From an optimization exercise on the open Yosys and OpenROAD flow, aimed at small area, a short achievable clock period and few clock cycles per item; shortcuts taken in it are not production practice.
No functional check of the RTL was part of any run shown here.
No activity file was given, so power comes from the tool's default toggle rates.

==> flow/design.v, too long to show whole: its modules and the start of the top module <==
// module booth: 903 lines
// module menc: 4 lines
// module mbs: 3 lines
// module mbsn: 3 lines
// module mfa: 4 lines
// module mha: 4 lines
// module mx3: 3 lines
// module mmaj: 3 lines
// module minv: 3 lines
// module mand: 3 lines
// module mxor: 3 lines
// module mao: 3 lines
module booth (
    input  wire        clk  ,
    input  wire        rst_n,
    input  wire [15:0] x    ,
    input  wire [15:0] y    ,
    input  wire        start,
    output wire [31:0] z    ,
    output wire        busy
);
  // ...
==> flow/run.sh <==
#!/bin/bash
# synth_recipe.tcl (not shown) runs the flow's synth.tcl, then flattens the netlist and writes it again
# the make line also repeats each setting of config.mk as NAME=value (left out here)
make -C /OpenROAD-flow-scripts/flow DESIGN_CONFIG=/design/flow/config.mk WORK_HOME=/design/flow/orfs CLKGATE_MAP_FILE= SYNTH_SCRIPT=/design/flow/synth_recipe.tcl finish
==> flow/config.mk <==
export PLATFORM = sky130hd
export DESIGN_NAME = booth
export DESIGN_NICKNAME = booth
export VERILOG_FILES = /design/flow/design.v
export SDC_FILE = /design/flow/constraint.sdc
export NUM_CORES = 4
export LEC_CHECK = 0
export CAP_MARGIN = 20
export CORE_MARGIN = 2
export CORE_UTILIZATION = 40
export SLEW_MARGIN = 20
export SYNTH_HIERARCHICAL = 1
export SYNTH_MINIMUM_KEEP_SIZE = 0
==> flow/constraint.sdc <==
create_clock -name core_clock -period 4.0 [get_ports {clk}]
set_input_delay 0.8000 -clock core_clock [delete_from_list [all_inputs] [get_ports {clk}]]
set_output_delay 0.8000 -clock core_clock [all_outputs]
set_load 0.01 [all_outputs]
==> impl_metrics.csv, run 1 <==
group,metric,value,unit
run_status,status,"no timing/DRC/antenna violations",
floorplan,core,21800,µm²
critical_path,crit_path_start_kind,"input port",
clock_tree,cts_setup_buffers,27,
final_layout,num-nonclk-buffers,284,
final_layout,fillCellCount,1839,
yosys,async_flop_share,0,%
yosys,synth_top_cell_area_share,19.1,%
yosys,synth_fa_ha_area_share,26.0,%
global_route,grt.met1_usage,28.9,%
final_layout,final-nonclk-buf-share,22.0,%
global_route,grt_max_degree,29,
sta,min_period,3.93,ns
final_layout,layout_commonest_cell,"buf_4",
clock_tree,cts_tree,"done",
placed_design,gp_congestion,0.864,
placed_design,dpl_cell_area,11400,µm²
power_and_ir_drop,seq_cell_power,0.00131,W
final_layout,finalInstanceArea,12400,µm²
clock_tree,clockRootBuffer,"clkbuf_16",
yosys,yosys-top-cells-area,"a22oi_2 (19%), edfxtp_1 (18%), fa_1 (14%), xnor2_1 (13%), ha_1 (8.3%)",
critical_path,endpoint,"qb[7]",
yosys,synth-edff-count,54,
yosys,synth_compound_area_share,25.2,%
final_layout,antenna_cells,0,
==> run 2: changes to the inputs <==
--- a/flow/design.v
+++ b/flow/design.v
@@ -298,279 +298,343 @@
 mbs upp7_15 (.xj(x[15]), .xm(x[14]), .one(one7), .two(two7), .neg(y[15]), .pp(pp7_15));
 wire pp7_16;
 mbsn upp7_16 (.xj(x[15]), .xm(x[15]), .one(one7), .two(two7), .neg(y[15]), .pp(pp7_16));
 wire s1, c2;
 mha us1 (.a(y[3]), .b(pp0_2), .s(s1), .co(c2));
 wire s3, c4;
 mha us3 (.a(pp0_3), .b(pp1_1), .s(s3), .co(c4));
 wire s5, c6;
-mfa us5 (.a(y[5]), .b(pp0_4), .c(pp1_2), .s(s5), .co(c6));
+mx3 us5 (.a(y[5]), .b(pp0_4), .c(pp1_2), .s(s5));
+mmaj uc6 (.a(y[5]), .b(pp0_4), .c(pp1_2), .co(c6));
 wire s7, c8;
 mha us7 (.a(pp2_0), .b(c4), .s(s7), .co(c8));
 wire s9, c10;
-mfa us9 (.a(pp0_5), .b(pp1_3), .c(pp2_1), .s(s9), .co(c10));
+mx3 us9 (.a(pp0_5), .b(pp1_3), .c(pp2_1), .s(s9));
+mmaj uc10 (.a(pp0_5), .b(pp1_3), .c(pp2_1), .co(c10));
 wire s11, c12;
-mha us11 (.a(c6), .b(c8), .s(s11), .co(c12));
+mha us11 (.a(c6), .b(s9), .s(s11), .co(c12));
 wire s13, c14;
-mfa us13 (.a(y[7]), .b(pp0_6), .c(pp1_4), .s(s13), .co(c14));
+mx3 us13 (.a(y[7]), .b(pp0_6), .c(pp1_4), .s(s13));
+mmaj uc14 (.a(y[7]), .b(pp0_6), .c(pp1_4), .co(c14));
 wire s15, c16;
-mfa us15 (.a(pp2_2), .b(pp3_0), .c(c10), .s(s15), .co(c16));
+mx3 us15 (.a(pp2_2), .b(pp3_0), .c(c10), .s(s15));
+mmaj uc16 (.a(pp2_2), .b(pp3_0), .c(c10), .co(c16));
 wire s17, c18;
-mha us17 (.a(s13), .b(c12), .s(s17), .co(c18));
+mha us17 (.a(s13), .b(s15), .s(s17), .co(c18));
 wire s19, c20;
-mfa us19 (.a(pp0_7), .b(pp1_5), .c(pp2_3), .s(s19), .co(c20));
+mx3 us19 (.a(pp0_7), .b(pp1_5), .c(pp2_3), .s(s19));
+mmaj uc20 (.a(pp0_7), .b(pp1_5), .c(pp2_3), .co(c20));
 wire s21, c22;
-mfa us21 (.a(pp3_1), .b(c14), .c(s19), .s(s21), .co(c22));
+mx3 us21 (.a(pp3_1), .b(c14), .c(s19), .s(s21));
+mmaj uc22 (.a(pp3_1), .b(c14), .c(s19), .co(c22));
 wire s23, c24;
-mha us23 (.a(c16), .b(c18), .s(s23), .co(c24));
+mha us23 (.a(c16), .b(s21), .s(s23), .co(c24));
 wire s25, c26;
-mfa us25 (.a(y[9]), .b(pp0_8), .c(pp1_6), .s(s25), .co(c26));
+mx3 us25 (.a(y[9]), .b(pp0_8), .c(pp1_6), .s(s25));
+mmaj uc26 (.a(y[9]), .b(pp0_8), .c(pp1_6), .co(c26));
 wire s27, c28;
-mfa us27 (.a(pp2_4), .b(pp3_2), .c(pp4_0), .s(s27), .co(c28));
+mx3 us27 (.a(pp2_4), .b(pp3_2), .c(pp4_0), .s(s27));
+mmaj uc28 (.a(pp2_4), .b(pp3_2), .c(pp4_0), .co(c28));
 wire s29, c30;
-mfa us29 (.a(c20), .b(s25), .c(s27), .s(s29), .co(c30));
+mx3 us29 (.a(c20), .b(s25), .c(s27), .s(s29));
+mmaj uc30 (.a(c20), .b(s25), .c(s27), .co(c30));
 wire s31, c32;
 mha us31 (.a(c22), .b(s29), .s(s31), .co(c32));
 wire s33, c34;
-mfa us33 (.a(pp0_9), .b(pp1_7), .c(pp2_5), .s(s33), .co(c34));
+mx3 us33 (.a(pp0_9), .b(pp1_7), .c(pp2_5), .s(s33));
+mmaj uc34 (.a(pp0_9), .b(pp1_7), .c(pp2_5), .co(c34));
 wire s35, c36;
-mfa us35 (.a(pp3_3), .b(pp4_1), .c(c26), .s(s35), .co(c36));
+mx3 us35 (.a(pp3_3), .b(pp4_1), .c(c26), .s(s35));
+mmaj uc36 (.a(pp3_3), .b(pp4_1), .c(c26), .co(c36));
 wire s37, c38;
-mx3 us37 (.a(c28), .b(s33), .c(c30), .s(s37));
-mmaj uc38 (.a(c28), .b(s33), .c(c30), .co(c38));
+mx3 us37 (.a(c28), .b(s33), .c(s35), .s(s37));
+mmaj uc38 (.a(c28), .b(s33), .c(s35), .co(c38));
 wire s39, c40;
-mha us39 (.a(s35), .b(s37), .s(s39), .co(c40));
+mha us39 (.a(c30), .b(s37), .s(s39), .co(c40));
 wire s41, c42;
-mfa us41 (.a(y[11]), .b(pp0_10), .c(pp1_8), .s(s41), .co(c42));
+mx3 us41 (.a(y[11]), .b(pp0_10), .c(pp1_8), .s(s41));
+mmaj uc42 (.a(y[11]), .b(pp0_10), .c(pp1_8), .co(c42));
 wire s43, c44;
-mfa us43 (.a(pp2_6), .b(pp3_4), .c(pp4_2), .s(s43), .co(c44));
+mx3 us43 (.a(pp2_6), .b(pp3_4), .c(pp4_2), .s(s43));
+mmaj uc44 (.a(pp2_6), .b(pp3_4), .c(pp4_2), .co(c44));
 wire s45, c46;
-mfa us45 (.a(pp5_0), .b(c34), .c(s41), .s(s45), .co(c46));
+mx3 us45 (.a(pp5_0), .b(c34), .c(s41), .s(s45));
+mmaj uc46 (.a(pp5_0), .b(c34), .c(s41), .co(c46));
 wire s47, c48;
 mx3 us47 (.a(s43), .b(c36), .c(s45), .s(s47));
 mmaj uc48 (.a(s43), .b(c36), .c(s45), .co(c48));
 wire s49, c50;
-mha us49 (.a(s47), .b(c38), .s(s49), .co(c50));
+mha us49 (.a(c38), .b(c40), .s(s49), .co(c50));
 wire s51, c52;
-mfa us51 (.a(pp0_11), .b(pp1_9), .c(pp2_7), .s(s51), .co(c52));
+mx3 us51 (.a(pp0_11), .b(pp1_9), .c(pp2_7), .s(s51));
+mmaj uc52 (.a(pp0_11), .b(pp1_9), .c(pp2_7), .co(c52));
 wire s53, c54;
-mfa us53 (.a(pp3_5), .b(pp4_3), .c(pp5_1), .s(s53), .co(c54));
+mx3 us53 (.a(pp3_5), .b(pp4_3), .c(pp5_1), .s(s53));
+mmaj uc54 (.a(pp3_5), .b(pp4_3), .c(pp5_1), .co(c54));
 wire s55, c56;
-mfa us55 (.a(c42), .b(c44), .c(s51), .s(s55), .co(c56));
+mx3 us55 (.a(c42), .b(c44), .c(s51), .s(s55));
+mmaj uc56 (.a(c42), .b(c44), .c(s51), .co(c56));
 wire s57, c58;
 mx3 us57 (.a(s53), .b(c46), .c(s55), .s(s57));
 mmaj uc58 (.a(s53), .b(c46), .c(s55), .co(c58));
 wire s59, c60;
-mha us59 (.a(s57), .b(c48), .s(s59), .co(c60));
+mha us59 (.a(c48), .b(s57), .s(s59), .co(c60));
 wire s61, c62;
-mfa us61 (.a(y[13]), .b(pp0_12), .c(pp1_10), .s(s61), .co(c62));
+mx3 us61 (.a(y[13]), .b(pp0_12), .c(pp1_10), .s(s61));
+mmaj uc62 (.a(y[13]), .b(pp0_12), .c(pp1_10), .co(c62));
 wire s63, c64;
-mfa us63 (.a(pp2_8), .b(pp3_6), .c(pp4_4), .s(s63), .co(c64));
+mx3 us63 (.a(pp2_8), .b(pp3_6), .c(pp4_4), .s(s63));
+mmaj uc64 (.a(pp2_8), .b(pp3_6), .c(pp4_4), .co(c64));
 wire s65, c66;
-mfa us65 (.a(pp5_2), .b(pp6_0), .c(c52), .s(s65), .co(c66));
+mx3 us65 (.a(pp5_2), .b(pp6_0), .c(c52), .s(s65));
+mmaj uc66 (.a(pp5_2), .b(pp6_0), .c(c52), .co(c66));
 wire s67, c68;
-mfa us67 (.a(c54), .b(s61), .c(s63), .s(s67), .co(c68));
+mx3 us67 (.a(c54), .b(s61), .c(s63), .s(s67));
+mmaj uc68 (.a(c54), .b(s61), .c(s63), .co(c68));
 wire s69, c70;
-mx3 us69 (.a(c56), .b(s65), .c(s67), .s(s69));
-mmaj uc70 (.a(c56), .b(s65), .c(s67), .co(c70));
+mx3 us69 (.a(s65), .b(c56), .c(s67), .s(s69));
+mmaj uc70 (.a(s65), .b(c56), .c(s67), .co(c70));
 wire s71, c72;
-mha us71 (.a(s69), .b(c58), .s(s71), .co(c72));
+mha us71 (.a(c58), .b(s69), .s(s71), .co(c72));
 wire s73, c74;
-mfa us73 (.a(pp0_13), .b(pp1_11), .c(pp2_9), .s(s73), .co(c74));
+mx3 us73 (.a(pp0_13), .b(pp1_11), .c(pp2_9), .s(s73));
+mmaj uc74 (.a(pp0_13), .b(pp1_11), .c(pp2_9), .co(c74));
 wire s75, c76;
-mfa us75 (.a(pp3_7), .b(pp4_5), .c(pp5_3), .s(s75), .co(c76));
+mx3 us75 (.a(pp3_7), .b(pp4_5), .c(pp5_3), .s(s75));
+mmaj uc76 (.a(pp3_7), .b(pp4_5), .c(pp5_3), .co(c76));
 wire s77, c78;
-mfa us77 (.a(pp6_1), .b(c62), .c(c64), .s(s77), .co(c78));
+mx3 us77 (.a(pp6_1), .b(c62), .c(c64), .s(s77));
+mmaj uc78 (.a(pp6_1), .b(c62), .c(c64), .co(c78));
 wire s79, c80;
 mx3 us79 (.a(s73), .b(s75), .c(c66), .s(s79));
 mmaj uc80 (.a(s73), .b(s75), .c(c66), .co(c80));
 wire s81, c82;
 mx3 us81 (.a(c68), .b(s77), .c(s79), .s(s81));
 mmaj uc82 (.a(c68), .b(s77), .c(s79), .co(c82));
 wire s83, c84;
-mha us83 (.a(s81), .b(c70), .s(s83), .co(c84));
+mha us83 (.a(c70), .b(s81), .s(s83), .co(c84));
 wire s85, c86;
-mfa us85 (.a(y[15]), .b(pp0_14), .c(pp1_12), .s(s85), .co(c86));
+mx3 us85 (.a(y[15]), .b(pp0_14), .c(pp1_12), .s(s85));
+mmaj uc86 (.a(y[15]), .b(pp0_14), .c(pp1_12), .co(c86));
 wire s87, c88;
-mfa us87 (.a(pp2_10), .b(pp3_8), .c(pp4_6), .s(s87), .co(c88));
+mx3 us87 (.a(pp2_10), .b(pp3_8), .c(pp4_6), .s(s87));
+mmaj uc88 (.a(pp2_10), .b(pp3_8), .c(pp4_6), .co(c88));
 wire s89, c90;
-mfa us89 (.a(pp5_4), .b(pp6_2), .c(pp7_0), .s(s89), .co(c90));
+mx3 us89 (.a(pp5_4), .b(pp6_2), .c(pp7_0), .s(s89));
+mmaj uc90 (.a(pp5_4), .b(pp6_2), .c(pp7_0), .co(c90));
 wire s91, c92;
-mfa us91 (.a(c74), .b(c76), .c(s85), .s(s91), .co(c92));
+mx3 us91 (.a(c74), .b(c76), .c(s85), .s(s91));
+mmaj uc92 (.a(c74), .b(c76), .c(s85), .co(c92));
 wire s93, c94;
 mx3 us93 (.a(s87), .b(s89), .c(c78), .s(s93));
 mmaj uc94 (.a(s87), .b(s89), .c(c78), .co(c94));
 wire s95, c96;
 mx3 us95 (.a(s91), .b(s93), .c(c80), .s(s95));
 mmaj uc96 (.a(s91), .b(s93), .c(c80), .co(c96));
 wire s97, c98;
 mha us97 (.a(c82), .b(s95), .s(s97), .co(c98));
 wire s99, c100;
-mfa us99 (.a(pp0_15), .b(pp1_13), .c(pp2_11), .s(s99), .co(c100));
+mx3 us99 (.a(pp0_15), .b(pp1_13), .c(pp2_11), .s(s99));
+mmaj uc100 (.a(pp0_15), .b(pp1_13), .c(pp2_11), .co(c100));
 wire s101, c102;
-mfa us101 (.a(pp3_9), .b(pp4_7), .c(pp5_5), .s(s101), .co(c102));
+mx3 us101 (.a(pp3_9), .b(pp4_7), .c(pp5_5), .s(s101));
+mmaj uc102 (.a(pp3_9), .b(pp4_7), .c(pp5_5), .co(c102));
 wire s103, c104;
-mfa us103 (.a(pp6_3), .b(pp7_1), .c(c86), .s(s103), .co(c104));
+mx3 us103 (.a(pp6_3), .b(pp7_1), .c(c86), .s(s103));
+mmaj uc104 (.a(pp6_3), .b(pp7_1), .c(c86), .co(c104));
 wire s105, c106;
-mfa us105 (.a(c88), .b(c90), .c(s99), .s(s105), .co(c106));
+mx3 us105 (.a(c88), .b(c90), .c(s99), .s(s105));
+mmaj uc106 (.a(c88), .b(c90), .c(s99), .co(c106));
 wire s107, c108;
-mx3 us107 (.a(s101), .b(c92), .c(s103), .s(s107));
-mmaj uc108 (.a(s101), .b(c92), .c(s103), .co(c108));
+mx3 us107 (.a(s101), .b(s103), .c(c92), .s(s107));
+mmaj uc108 (.a(s101), .b(s103), .c(c92), .co(c108));
 wire s109, c110;
-mx3 us109 (.a(s105), .b(c94), .c(s107), .s(s109));
-mmaj uc110 (.a(s105), .b(c94), .c(s107), .co(c110));
+mx3 us109 (.a(s105), .b(s107), .c(c94), .s(s109));
+mmaj uc110 (.a(s105), .b(s107), .c(c94), .co(c110));
 wire s111, c112;
-mha us111 (.a(c96), .b(s109), .s(s111), .co(c112));
+mha us111 (.a(s109), .b(c96), .s(s111), .co(c112));
 wire s113, c114;
-mfa us113 (.a(s0n), .b(pp1_14), .c(pp2_12), .s(s113), .co(c114));
+mx3 us113 (.a(s0n), .b(pp1_14), .c(pp2_12), .s(s113));
+mmaj uc114 (.a(s0n), .b(pp1_14), .c(pp2_12), .co(c114));
 wire s115, c116;
-mfa us115 (.a(pp3_10), .b(pp4_8), .c(pp5_6), .s(s115), .co(c116));
+mx3 us115 (.a(pp3_10), .b(pp4_8), .c(pp5_6), .s(s115));
+mmaj uc116 (.a(pp3_10), .b(pp4_8), .c(pp5_6), .co(c116));
 wire s117, c118;
-mfa us117 (.a(pp6_4), .b(pp7_2), .c(c100), .s(s117), .co(c118));
+mx3 us117 (.a(pp6_4), .b(pp7_2), .c(c100), .s(s117));
+mmaj uc118 (.a(pp6_4), .b(pp7_2), .c(c100), .co(c118));
 wire s119, c120;
-mfa us119 (.a(c102), .b(s113), .c(s115), .s(s119), .co(c120));
+mx3 us119 (.a(c102), .b(s113), .c(s115), .s(s119));
+mmaj uc120 (.a(c102), .b(s113), .c(s115), .co(c120));
 wire s121, c122;
-mx3 us121 (.a(c104), .b(c106), .c(s117), .s(s121));
-mmaj uc122 (.a(c104), .b(c106), .c(s117), .co(c122));
+mx3 us121 (.a(s117), .b(c104), .c(c106), .s(s121));
+mmaj uc122 (.a(s117), .b(c104), .c(c106), .co(c122));
 wire s123, c124;
 mx3 us123 (.a(s119), .b(c108), .c(s121), .s(s123));
 mmaj uc124 (.a(s119), .b(c108), .c(s121), .co(c124));
 wire s125, c126;
 mha us125 (.a(c110), .b(s123), .s(s125), .co(c126));
 wire s127, c128;
-mfa us127 (.a(s0n), .b(pp1_15), .c(pp2_13), .s(s127), .co(c128));
+mx3 us127 (.a(s0n), .b(pp1_15), .c(pp2_13), .s(s127));
+mmaj uc128 (.a(s0n), .b(pp1_15), .c(pp2_13), .co(c128));
 wire s129, c130;
-mfa us129 (.a(pp3_11), .b(pp4_9), .c(pp5_7), .s(s129), .co(c130));
+mx3 us129 (.a(pp3_11), .b(pp4_9), .c(pp5_7), .s(s129));
+mmaj uc130 (.a(pp3_11), .b(pp4_9), .c(pp5_7), .co(c130));
 wire s131, c132;
-mfa us131 (.a(pp6_5), .b(pp7_3), .c(c114), .s(s131), .co(c132));
+mx3 us131 (.a(pp6_5), .b(pp7_3), .c(c114), .s(s131));
+mmaj uc132 (.a(pp6_5), .b(pp7_3), .c(c114), .co(c132));
 wire s133, c134;
-mfa us133 (.a(c116), .b(s127), .c(s129), .s(s133), .co(c134));
+mx3 us133 (.a(c116), .b(s127), .c(s129), .s(s133));
+mmaj uc134 (.a(c116), .b(s127), .c(s129), .co(c134));
 wire s135, c136;
-mx3 us135 (.a(c118), .b(c120), .c(s131), .s(s135));
-mmaj uc136 (.a(c118), .b(c120), .c(s131), .co(c136));
+mx3 us135 (.a(s131), .b(c118), .c(c120), .s(s135));
+mmaj uc136 (.a(s131), .b(c118), .c(c120), .co(c136));
 wire s137, c138;
 mx3 us137 (.a(s133), .b(c122), .c(s135), .s(s137));
 mmaj uc138 (.a(s133), .b(c122), .c(s135), .co(c138));
 wire s139, c140;
 mha us139 (.a(c124), .b(s137), .s(s139), .co(c140));
 wire s141, c142;
-mfa us141 (.a(pp0_16), .b(pp1_16), .c(pp2_14), .s(s141), .co(c142));
+mx3 us141 (.a(pp0_16), .b(pp1_16), .c(pp2_14), .s(s141));
+mmaj uc142 (.a(pp0_16), .b(pp1_16), .c(pp2_14), .co(c142));
 wire s143, c144;
-mfa us143 (.a(pp3_12), .b(pp4_10), .c(pp5_8), .s(s143), .co(c144));
+mx3 us143 (.a(pp3_12), .b(pp4_10), .c(pp5_8), .s(s143));
+mmaj uc144 (.a(pp3_12), .b(pp4_10), .c(pp5_8), .co(c144));
 wire s145, c146;
-mfa us145 (.a(pp6_6), .b(pp7_4), .c(c128), .s(s145), .co(c146));
+mx3 us145 (.a(pp6_6), .b(pp7_4), .c(c128), .s(s145));
+mmaj uc146 (.a(pp6_6), .b(pp7_4), .c(c128), .co(c146));
 wire s147, c148;
-mfa us147 (.a(c130), .b(s141), .c(s143), .s(s147), .co(c148));
+mx3 us147 (.a(c130), .b(s141), .c(s143), .s(s147));
+mmaj uc148 (.a(c130), .b(s141), .c(s143), .co(c148));
 wire s149, c150;
-mx3 us149 (.a(c132), .b(c134), .c(s145), .s(s149));
-mmaj uc150 (.a(c132), .b(c134), .c(s145), .co(c150));
+mx3 us149 (.a(s145), .b(c132), .c(c134), .s(s149));
+mmaj uc150 (.a(s145), .b(c132), .c(c134), .co(c150));
 wire s151, c152;
 mx3 us151 (.a(s147), .b(c136), .c(s149), .s(s151));
 mmaj uc152 (.a(s147), .b(c136), .c(s149), .co(c152));
 wire s153, c154;
 mha us153 (.a(c138), .b(s151), .s(s153), .co(c154));
 wire s155;
 minv us155 (.a(pp2_15), .y(s155));
 wire s156, c157;
-mfa us156 (.a(pp3_13), .b(pp4_11), .c(pp5_9), .s(s156), .co(c157));
+mx3 us156 (.a(pp3_13), .b(pp4_11), .c(pp5_9), .s(s156));
+mmaj uc157 (.a(pp3_13), .b(pp4_11), .c(pp5_9), .co(c157));
 wire s158, c159;
-mfa us158 (.a(pp6_7), .b(pp7_5), .c(s155), .s(s158), .co(c159));
+mx3 us158 (.a(pp6_7), .b(pp7_5), .c(s155), .s(s158));
+mmaj uc159 (.a(pp6_7), .b(pp7_5), .c(s155), .co(c159));
 wire s160, c161;
-mfa us160 (.a(c142), .b(c144), .c(s156), .s(s160), .co(c161));
+mx3 us160 (.a(c142), .b(c144), .c(s156), .s(s160));
+mmaj uc161 (.a(c142), .b(c144), .c(s156), .co(c161));
 wire s162, c163;
 mx3 us162 (.a(s158), .b(c146), .c(c148), .s(s162));
 mmaj uc163 (.a(s158), .b(c146), .c(c148), .co(c163));
 wire s164, c165;
-mx3 us164 (.a(s160), .b(s162), .c(c150), .s(s164));
-mmaj uc165 (.a(s160), .b(s162), .c(c150), .co(c165));
+mx3 us164 (.a(s160), .b(c150), .c(s162), .s(s164));
+mmaj uc165 (.a(s160), .b(c150), .c(s162), .co(c165));
 wire s166, c167;
-mha us166 (.a(s164), .b(c152), .s(s166), .co(c167));
+mha us166 (.a(c152), .b(s164), .s(s166), .co(c167));
 wire s168, c169;
-mfa us168 (.a(pp2_16), .b(pp3_14), .c(pp4_12), .s(s168), .co(c169));
+mx3 us168 (.a(pp2_16), .b(pp3_14), .c(pp4_12), .s(s168));
+mmaj uc169 (.a(pp2_16), .b(pp3_14), .c(pp4_12), .co(c169));
 wire s170, c171;
-mfa us170 (.a(pp5_10), .b(pp6_8), .c(pp7_6), .s(s170), .co(c171));
+mx3 us170 (.a(pp5_10), .b(pp6_8), .c(pp7_6), .s(s170));
+mmaj uc171 (.a(pp5_10), .b(pp6_8), .c(pp7_6), .co(c171));
 wire s172, c173;
-mfa us172 (.a(pp2_15), .b(c157), .c(c159), .s(s172), .co(c173));
+mx3 us172 (.a(pp2_15), .b(c157), .c(s168), .s(s172));
+mmaj uc173 (.a(pp2_15), .b(c157), .c(s168), .co(c173));
 wire s174, c175;
-mx3 us174 (.a(s168), .b(s170), .c(c161), .s(s174));
-mmaj uc175 (.a(s168), .b(s170), .c(c161), .co(c175));
+mx3 us174 (.a(s170), .b(c159), .c(c161), .s(s174));
+mmaj uc175 (.a(s170), .b(c159), .c(c161), .co(c175));
 wire s176, c177;
 mx3 us176 (.a(s172), .b(s174), .c(c163), .s(s176));
 mmaj uc177 (.a(s172), .b(s174), .c(c163), .co(c177));
 wire s178, c179;
 mha us178 (.a(s176), .b(c165), .s(s178), .co(c179));
 wire s180;
 minv us180 (.a(pp3_15), .y(s180));
 wire s181, c182;
-mfa us181 (.a(pp4_13), .b(pp5_11), .c(pp6_9), .s(s181), .co(c182));
+mx3 us181 (.a(pp4_13), .b(pp5_11), .c(pp6_9), .s(s181));
+mmaj uc182 (.a(pp4_13), .b(pp5_11), .c(pp6_9), .co(c182));
 wire s183, c184;
-mfa us183 (.a(pp7_7), .b(s180), .c(c169), .s(s183), .co(c184));
+mx3 us183 (.a(pp7_7), .b(s180), .c(c169), .s(s183));
+mmaj uc184 (.a(pp7_7), .b(s180), .c(c169), .co(c184));
 wire s185, c186;
-mx3 us185 (.a(c171), .b(s181), .c(c173), .s(s185));
-mmaj uc186 (.a(c171), .b(s181), .c(c173), .co(c186));
+mx3 us185 (.a(c171), .b(s181), .c(s183), .s(s185));
+mmaj uc186 (.a(c171), .b(s181), .c(s183), .co(c186));
 wire s187, c188;
-mx3 us187 (.a(s183), .b(s185), .c(c175), .s(s187));
-mmaj uc188 (.a(s183), .b(s185), .c(c175), .co(c188));
+mx3 us187 (.a(c173), .b(s185), .c(c175), .s(s187));
+mmaj uc188 (.a(c173), .b(s185), .c(c175), .co(c188));
 wire s189, c190;
 mha us189 (.a(s187), .b(c177), .s(s189), .co(c190));
 wire s191, c192;
-mfa us191 (.a(pp3_16), .b(pp4_14), .c(pp5_12), .s(s191), .co(c192));
+mx3 us191 (.a(pp3_16), .b(pp4_14), .c(pp5_12), .s(s191));
+mmaj uc192 (.a(pp3_16), .b(pp4_14), .c(pp5_12), .co(c192));
 wire s193, c194;
-mfa us193 (.a(pp6_10), .b(pp7_8), .c(pp3_15), .s(s193), .co(c194));
+mx3 us193 (.a(pp6_10), .b(pp7_8), .c(pp3_15), .s(s193));
+mmaj uc194 (.a(pp6_10), .b(pp7_8), .c(pp3_15), .co(c194));
 wire s195, c196;
-mfa us195 (.a(c182), .b(s191), .c(s193), .s(s195), .co(c196));
+mx3 us195 (.a(c182), .b(s191), .c(s193), .s(s195));
+mmaj uc196 (.a(c182), .b(s191), .c(s193), .co(c196));
 wire s197, c198;
 mx3 us197 (.a(c184), .b(s195), .c(c186), .s(s197));
 mmaj uc198 (.a(c184), .b(s195), .c(c186), .co(c198));
 wire s199, c200;
 mha us199 (.a(s197), .b(c188), .s(s199), .co(c200));
 wire s201;
 minv us201 (.a(pp4_15), .y(s201));
 wire s202, c203;
-mfa us202 (.a(pp5_13), .b(pp6_11), .c(pp7_9), .s(s202), .co(c203));
+mx3 us202 (.a(pp5_13), .b(pp6_11), .c(pp7_9), .s(s202));
+mmaj uc203 (.a(pp5_13), .b(pp6_11), .c(pp7_9), .co(c203));
 wire s204, c205;
-mfa us204 (.a(s201), .b(c192), .c(c194), .s(s204), .co(c205));
+mx3 us204 (.a(s201), .b(c192), .c(c194), .s(s204));
+mmaj uc205 (.a(s201), .b(c192), .c(c194), .co(c205));
 wire s206, c207;
 mx3 us206 (.a(s202), .b(c196), .c(s204), .s(s206));
 mmaj uc207 (.a(s202), .b(c196), .c(s204), .co(c207));
 wire s208, c209;
 mha us208 (.a(s206), .b(c198), .s(s208), .co(c209));
 wire s210, c211;
-mfa us210 (.a(pp4_16), .b(pp5_14), .c(pp6_12), .s(s210), .co(c211));
+mx3 us210 (.a(pp4_16), .b(pp5_14), .c(pp6_12), .s(s210));
+mmaj uc211 (.a(pp4_16), .b(pp5_14), .c(pp6_12), .co(c211));
 wire s212, c213;
-mfa us212 (.a(pp7_10), .b(pp4_15), .c(c203), .s(s212), .co(c213));
+mx3 us212 (.a(pp7_10), .b(pp4_15), .c(c203), .s(s212));
+mmaj uc213 (.a(pp7_10), .b(pp4_15), .c(c203), .co(c213));
 wire s214, c215;
-mx3 us214 (.a(s210), .b(c205), .c(s212), .s(s214));
-mmaj uc215 (.a(s210), .b(c205), .c(s212), .co(c215));
+mx3 us214 (.a(s210), .b(s212), .c(c205), .s(s214));
+mmaj uc215 (.a(s210), .b(s212), .c(c205), .co(c215));
 wire s216, c217;
 mha us216 (.a(s214), .b(c207), .s(s216), .co(c217));
 wire s218;
 minv us218 (.a(pp5_15), .y(s218));
 wire s219, c220;
-mfa us219 (.a(pp6_13), .b(pp7_11), .c(s218), .s(s219), .co(c220));
+mx3 us219 (.a(pp6_13), .b(pp7_11), .c(s218), .s(s219));
+mmaj uc220 (.a(pp6_13), .b(pp7_11), .c(s218), .co(c220));
 wire s221, c222;
 mx3 us221 (.a(c211), .b(s219), .c(c213), .s(s221));
 mmaj uc222 (.a(c211), .b(s219), .c(c213), .co(c222));
 wire s223, c224;
 mha us223 (.a(s221), .b(c215), .s(s223), .co(c224));
 wire s225, c226;
-mfa us225 (.a(pp5_16), .b(pp6_14), .c(pp7_12), .s(s225), .co(c226));
+mx3 us225 (.a(pp5_16), .b(pp6_14), .c(pp7_12), .s(s225));
+mmaj uc226 (.a(pp5_16), .b(pp6_14), .c(pp7_12), .co(c226));
 wire s227, c228;
-mfa us227 (.a(pp5_15), .b(c220), .c(s225), .s(s227), .co(c228));
+mx3 us227 (.a(pp5_15), .b(s225), .c(c220), .s(s227));
+mmaj uc228 (.a(pp5_15), .b(s225), .c(c220), .co(c228));
 wire s229, c230;
 mha us229 (.a(s227), .b(c222), .s(s229), .co(c230));
 wire s231;
 minv us231 (.a(pp6_15), .y(s231));
 wire s232, c233;
-mfa us232 (.a(pp7_13), .b(s231), .c(c226), .s(s232), .co(c233));
+mx3 us232 (.a(pp7_13), .b(s231), .c(c226), .s(s232));
+mmaj uc233 (.a(pp7_13), .b(s231), .c(c226), .co(c233));
 wire s234, c235;
-mha us234 (.a(c228), .b(s232), .s(s234), .co(c235));
+mha us234 (.a(s232), .b(c228), .s(s234), .co(c235));
 wire s236, c237;
-mfa us236 (.a(pp6_16), .b(pp7_14), .c(pp6_15), .s(s236), .co(c237));
+mx3 us236 (.a(pp6_16), .b(pp7_14), .c(pp6_15), .s(s236));
+mmaj uc237 (.a(pp6_16), .b(pp7_14), .c(pp6_15), .co(c237));
 wire s238, c239;
 mha us238 (.a(s236), .b(c233), .s(s238), .co(c239));
 wire s240;
 minv us240 (.a(pp7_15), .y(s240));
 wire s241, c242;
 mha us241 (.a(s240), .b(c237), .s(s241), .co(c242));
 wire s243, c244;
 mha us243 (.a(pp7_16), .b(pp7_15), .s(s243), .co(c244));
@@ -580,21 +644,21 @@
 mha ulp246 (.a(pp0_0), .b(y[1]), .s(lp246), .co(lg247));
 wire lp248, lg249;
 mha ulp248 (.a(pp1_0), .b(s1), .s(lp248), .co(lg249));
 wire lp250, lg251;
 mha ulp250 (.a(c2), .b(s3), .s(lp250), .co(lg251));
 wire lp252, lg253;
 mha ulp252 (.a(s5), .b(s7), .s(lp252), .co(lg253));
 wire lp254, lg255;
-mha ulp254 (.a(s9), .b(s11), .s(lp254), .co(lg255));
+mha ulp254 (.a(c8), .b(s11), .s(lp254), .co(lg255));
 wire lp256, lg257;
-mha ulp256 (.a(s15), .b(s17), .s(lp256), .co(lg257));
+mha ulp256 (.a(c12), .b(s17), .s(lp256), .co(lg257));
 wire lp258, lg259;
-mha ulp258 (.a(s21), .b(s23), .s(lp258), .co(lg259));
+mha ulp258 (.a(c18), .b(s23), .s(lp258), .co(lg259));
 wire lp260, lg261;
 mha ulp260 (.a(c24), .b(s31), .s(lp260), .co(lg261));
 wire lp262, lg263;
 mha ulp262 (.a(c32), .b(s39), .s(lp262), .co(lg263));
 wire lq264;
 mand ulq264 (.a(lp248), .b(pp0_1), .y(lq264));
 wire lg265;
 mao ulg265 (.g1(lg253), .p1(lp252), .g0(lg251), .g(lg265));
@@ -892,17 +956,17 @@
 wire hs431;
 mxor uhs431 (.a(hp335), .b(hg408), .y(hs431));
 wire hs432;
 mxor uhs432 (.a(qa[21]), .b(hg409), .y(hs432));
 assign z = {hs432, hs431, hs430, hs429, hs428, hs427, hs426, hs425, hs424, hs423, hs422, hs421, hs420, hs419, hs418, hs417, hs416, hs415, hs414, hs413, hs412, hs411, qlo[9], qlo[8], qlo[7], qlo[6], qlo[5], qlo[4], qlo[3], qlo[2], qlo[1], qlo[0]};
 always @(posedge clk)
     if (start) begin
         qlo <= {lg285, ls294, ls293, ls292, ls291, ls290, ls289, ls288, ls287, ls286, lp246};
-        qa <= {s245, c242, c239, c235, c230, c224, c217, c209, c200, c190, c179, c167, c154, c140, c126, c112, c98, c84, c72, c60, c50, c40};
+        qa <= {s245, c242, c239, c235, c230, c224, c217, c209, c200, c190, c179, c167, c154, c140, c126, c112, c98, c84, c72, c60, c50, s47};
         qb <= {s243, s241, s238, s234, s229, s223, s216, s208, s199, s189, s178, s166, s153, s139, s125, s111, s97, s83, s71, s59, s49};
     end
 endmodule
 module menc (input wire y2, input wire y1, input wire y0, output wire one, output wire two);
 assign one = y1 ^ y0;
 assign two = (y2 & ~y1 & ~y0) | (~y2 & y1 & y0);
 endmodule
 module mbs (input wire xj, input wire xm, input wire one, input wire two, input wire neg, output wire pp);
==> impl_metrics.csv, run 2 <==
group,metric,value,unit
critical_path,required,4.06,ns
final_layout,final_layout_size_suffix_gt1_share,47.6,%
final_layout,reg_top3,"qa (22), qb (21), qlo (11)",
floorplan,fp.dieW,161,µm
yosys,yosys_warnings,7,
yosys,synth.distinct_cells,15,
placed_design,dp_slack,-0.451,ns
clock_tree,cts_buffers,5,
sta,max_freq,257,MHz
critical_path,critPathCaptureType,"flop",
sta,relSlewSlack,53.8,%
clock_tree,hold_buffers,0,
routing,drc,0,
final_layout,largest_register,"qa",
sta,setup_viol,0,
sta,min_period,3.90,ns
power_and_ir_drop,ir_worst_vdd,0.757,mV
placed_design,gp_congestion,0.855,
floorplan,core.rowCount,57,
routing,ant_nets,0,
placed_design,dpl_cell_area,12700,µm²
sta,worst_pin_slew,0.694,ns
critical_path,crit_path_start_kind,"input port",
placed_design,dp_hpwl,19.4,mm
clock_tree,clock_path_buffers,2,
yosys,synth_top_cell_area_share,21.7,%
routing,drt-pass1-iter-count,4,
yosys,netlist_instances,761,
clock_tree,clock_sinks,54,
sta,worst_slack,0.104,ns
floorplan,die_h,161,µm
final_layout,syn_to_final_growth,33.5,%
clock_tree,clkTransAtPathRegs,0.07,ns
floorplan,core,24200,µm²
run,max_cap_viol_count,0,
critical_path,criticalPathCategory,"in -> reg",
sta,hold_viol,0,
placed_design,placedCellCount,1335,
global_route,grt-ovfl-total,0,
final_layout,antenna_cells,0,
power_and_ir_drop,p_per_area,720,nW/µm²
global_route,grt_max_degree,29,
sta,rsz0062_at_grt,"no",
yosys,synth-edff-count,54,
yosys,synth_largest_area_cell,"xor3_1",
global_route,grt_usage,19.2,%
yosys,yosys-top-cells-area,"xor3_1 (22%), a22oi_2 (17%), edfxtp_1 (16%), xnor2_1 (11%), maj3_2 (10%)",
critical_path,crit_arrival,3.96,ns
final_layout,largest_register_ffs,22,
clock_tree,clockRootBuffer,"clkbuf_16",
floorplan,ios,68,
placed_design,io_buffers,65,
critical_path,critical_path.max_fanout,7,
final_layout,layout_commonest_cell,"buf_4",
yosys,synth_ff_type,"edfxtp_1",
run_status,status,"no timing/DRC/antenna violations",
routing,wl_per_cell,17.9,µm
routing,wl,24.2,mm
routing,viasPerCell,5.20,
yosys,synth.avg_cell_area,12.9,µm²
floorplan,initial_core_util,40.6,%
final_layout,nNetsFinal,1124,
yosys,synth-seq-cells,54,
yosys,synth_seq_area_share,16.5,%
global_route,antenna_found_initial,0,
clock_tree,cts_tree,"done",
final_layout,mostFrequentLayoutCells,"buf_4 (189), a22oi_2 (136), xnor2_1 (115)",
sta,post-route-period-util,97.4,%
yosys,synth_area,9850,µm²
routing,vias,7051,
yosys,yosys-top-cells-count,"a22oi_2 (136), xnor2_1 (128), maj3_2 (90), xor3_1 (90)",
clock_tree,h-tree-depth,2,
final_layout,fillCellCount,2110,
hold_path,hp-class,"in -> reg",
yosys,async_flop_share,0,%
yosys,synth.most_common_cell,"a22oi_2",
final_layout,finish.utilization,54.2,%
global_route,grt_pass1_vias,7589,
final_layout,stdcell_count,1355,
final_layout,finalInstanceArea,13100,µm²
power_and_ir_drop,p_leak,5.85,nW
power_and_ir_drop,total_power,0.00946,W
global_route,grt_first_pass_wirelength,39.7,mm
routing,drtIter0Drc,272,
floorplan,die_area,25900,µm²
sta,final_max_slew_viol_count,0,
run 2: kinds of logic after synthesis:
family,Yosys count,synth area share [%]
AOI/OAI and AO/OA,203,22.8
xor gates and xnor gates,265,37.3
adders and majority gates,149,17.8
buffers and inverters,41,2.82
DFF,54,16.5
other,1,0.0381
and+or+nand+nor,48,2.84
run 2: worst paths after layout:
check             start      to  depth (start not counted)
setup / recovery   y[9]  qb[10]                         12
hold / removal    start   qa[5]                          1
run 2: per-layer routing:
| metal | vias to the layer above | track usage [%] | share of wire (%) |
|---|---|---|---|
| li1 | 3416 | - | - |
| met1 | 3505 | 24.6 | 45 |
| met4 | 0 | 4.46 | 1.7 |
| met5 | - | 0 | 0 |
| met2 | 105 | 34.8 | 50 |
| met3 | 25 | 2.17 | 3.2 |
run 2: Yosys stat by module (local to each module, per instance):
module	area, µm²	flops+latches
mx3	23.8	0
mmaj	11.3	0
mbs	21.3	0
mbsn	21.3	0
menc	31.3	0
mha	12.5	0
mao	7.51	0
booth	1870	54
mxor	8.76	0
minv	3.75	0
mand	6.26	0
run 2: critical path, cell delays in order:
cell             delay (ns)
clkdlybuf4s50_1        0.46
buf_4                  0.16
nand2b_1               0.07
o22ai_2                0.13
buf_4                  0.20
a22oi_2                0.08
xnor2_1                0.21
xor3_1                 0.47
maj3_2                 0.35
maj3_2                 0.34
xor3_1                 0.38
ha_1                   0.29
run 2: cell type report:
type                    instances  area (µm²)  area share, %
clock buffers                   6         129          0.980
clock inverters                 2        37.5          0.285
inverters                       8        30.0          0.228
multi-input cells             677        8270           62.9
flip-flops and latches         54        1620           12.3
well taps                     324         405           3.08
repair buffers                284        2660           20.2
run 2: timing repair:
item | in CTS | in global routing
resized for setup | 16 | 17
buffers inserted | 9 | 3
pin swaps | 7 | 11
endpoints found under the setup margin | 20 | 18
run 2: through the flow:
step	setup TNS, ns	hold slack, ns
after floorplan	0	0.912
final	0	1.08
after global routing	0	1.11
after global placement	-7.78	1.40
after CTS	-0.000704	1.09
after detailed placement	-8.86	1.42
run 2: where the power goes:
| part | total (W) | internal [W] | switching (W) |
|---|---|---|---|
| Clock | 0.000517 | 0.000297 | 0.000220 |
| Sequential | 0.00131 | 0.00123 | 0.0000835 |
| Combinational | 0.00764 | 0.00457 | 0.00306 |
| Total | 0.00946 | 0.00610 | 0.00336 |

## afterwards: timing with drivers on the ports
Ports are ideal in the flow. The routed layouts listed here were re-timed in OpenROAD.
Step 1: set_driving_cell puts a clkbuf_16 on clk and a buf_2 on each other input, an assumption about the parent block.
Step 2 moves the port delays by t, midway between the first and last clock arrival at a register: inputs arrive t later, outputs are due t later. That takes back most of the time a late clock gives input paths.
Three values: ideal, step 1, step 2; two values: the first two.
| run | t, ns | setup slack, ns | slew at the worst register clock pin (ns) | worst slew at a driven data input, ns | cell pins on the clock port's net |
|---|---|---|---|---|---|
| run 1 | 0.345 | 0.073 / 0.098 / -0.247 | 0.08 / 0.08 | 0.06 | 1 |
| run 2 | 0.348 | 0.104 / 0.120 / -0.228 | 0.08 / 0.08 | 0.07 | 1 |
Met with ideal ports but missed after step 2: setup timing in run 1 and run 2. The setup slack of run 2, which loses most, moves by +0.016 ns with the drivers and by -0.332 ns with both steps.
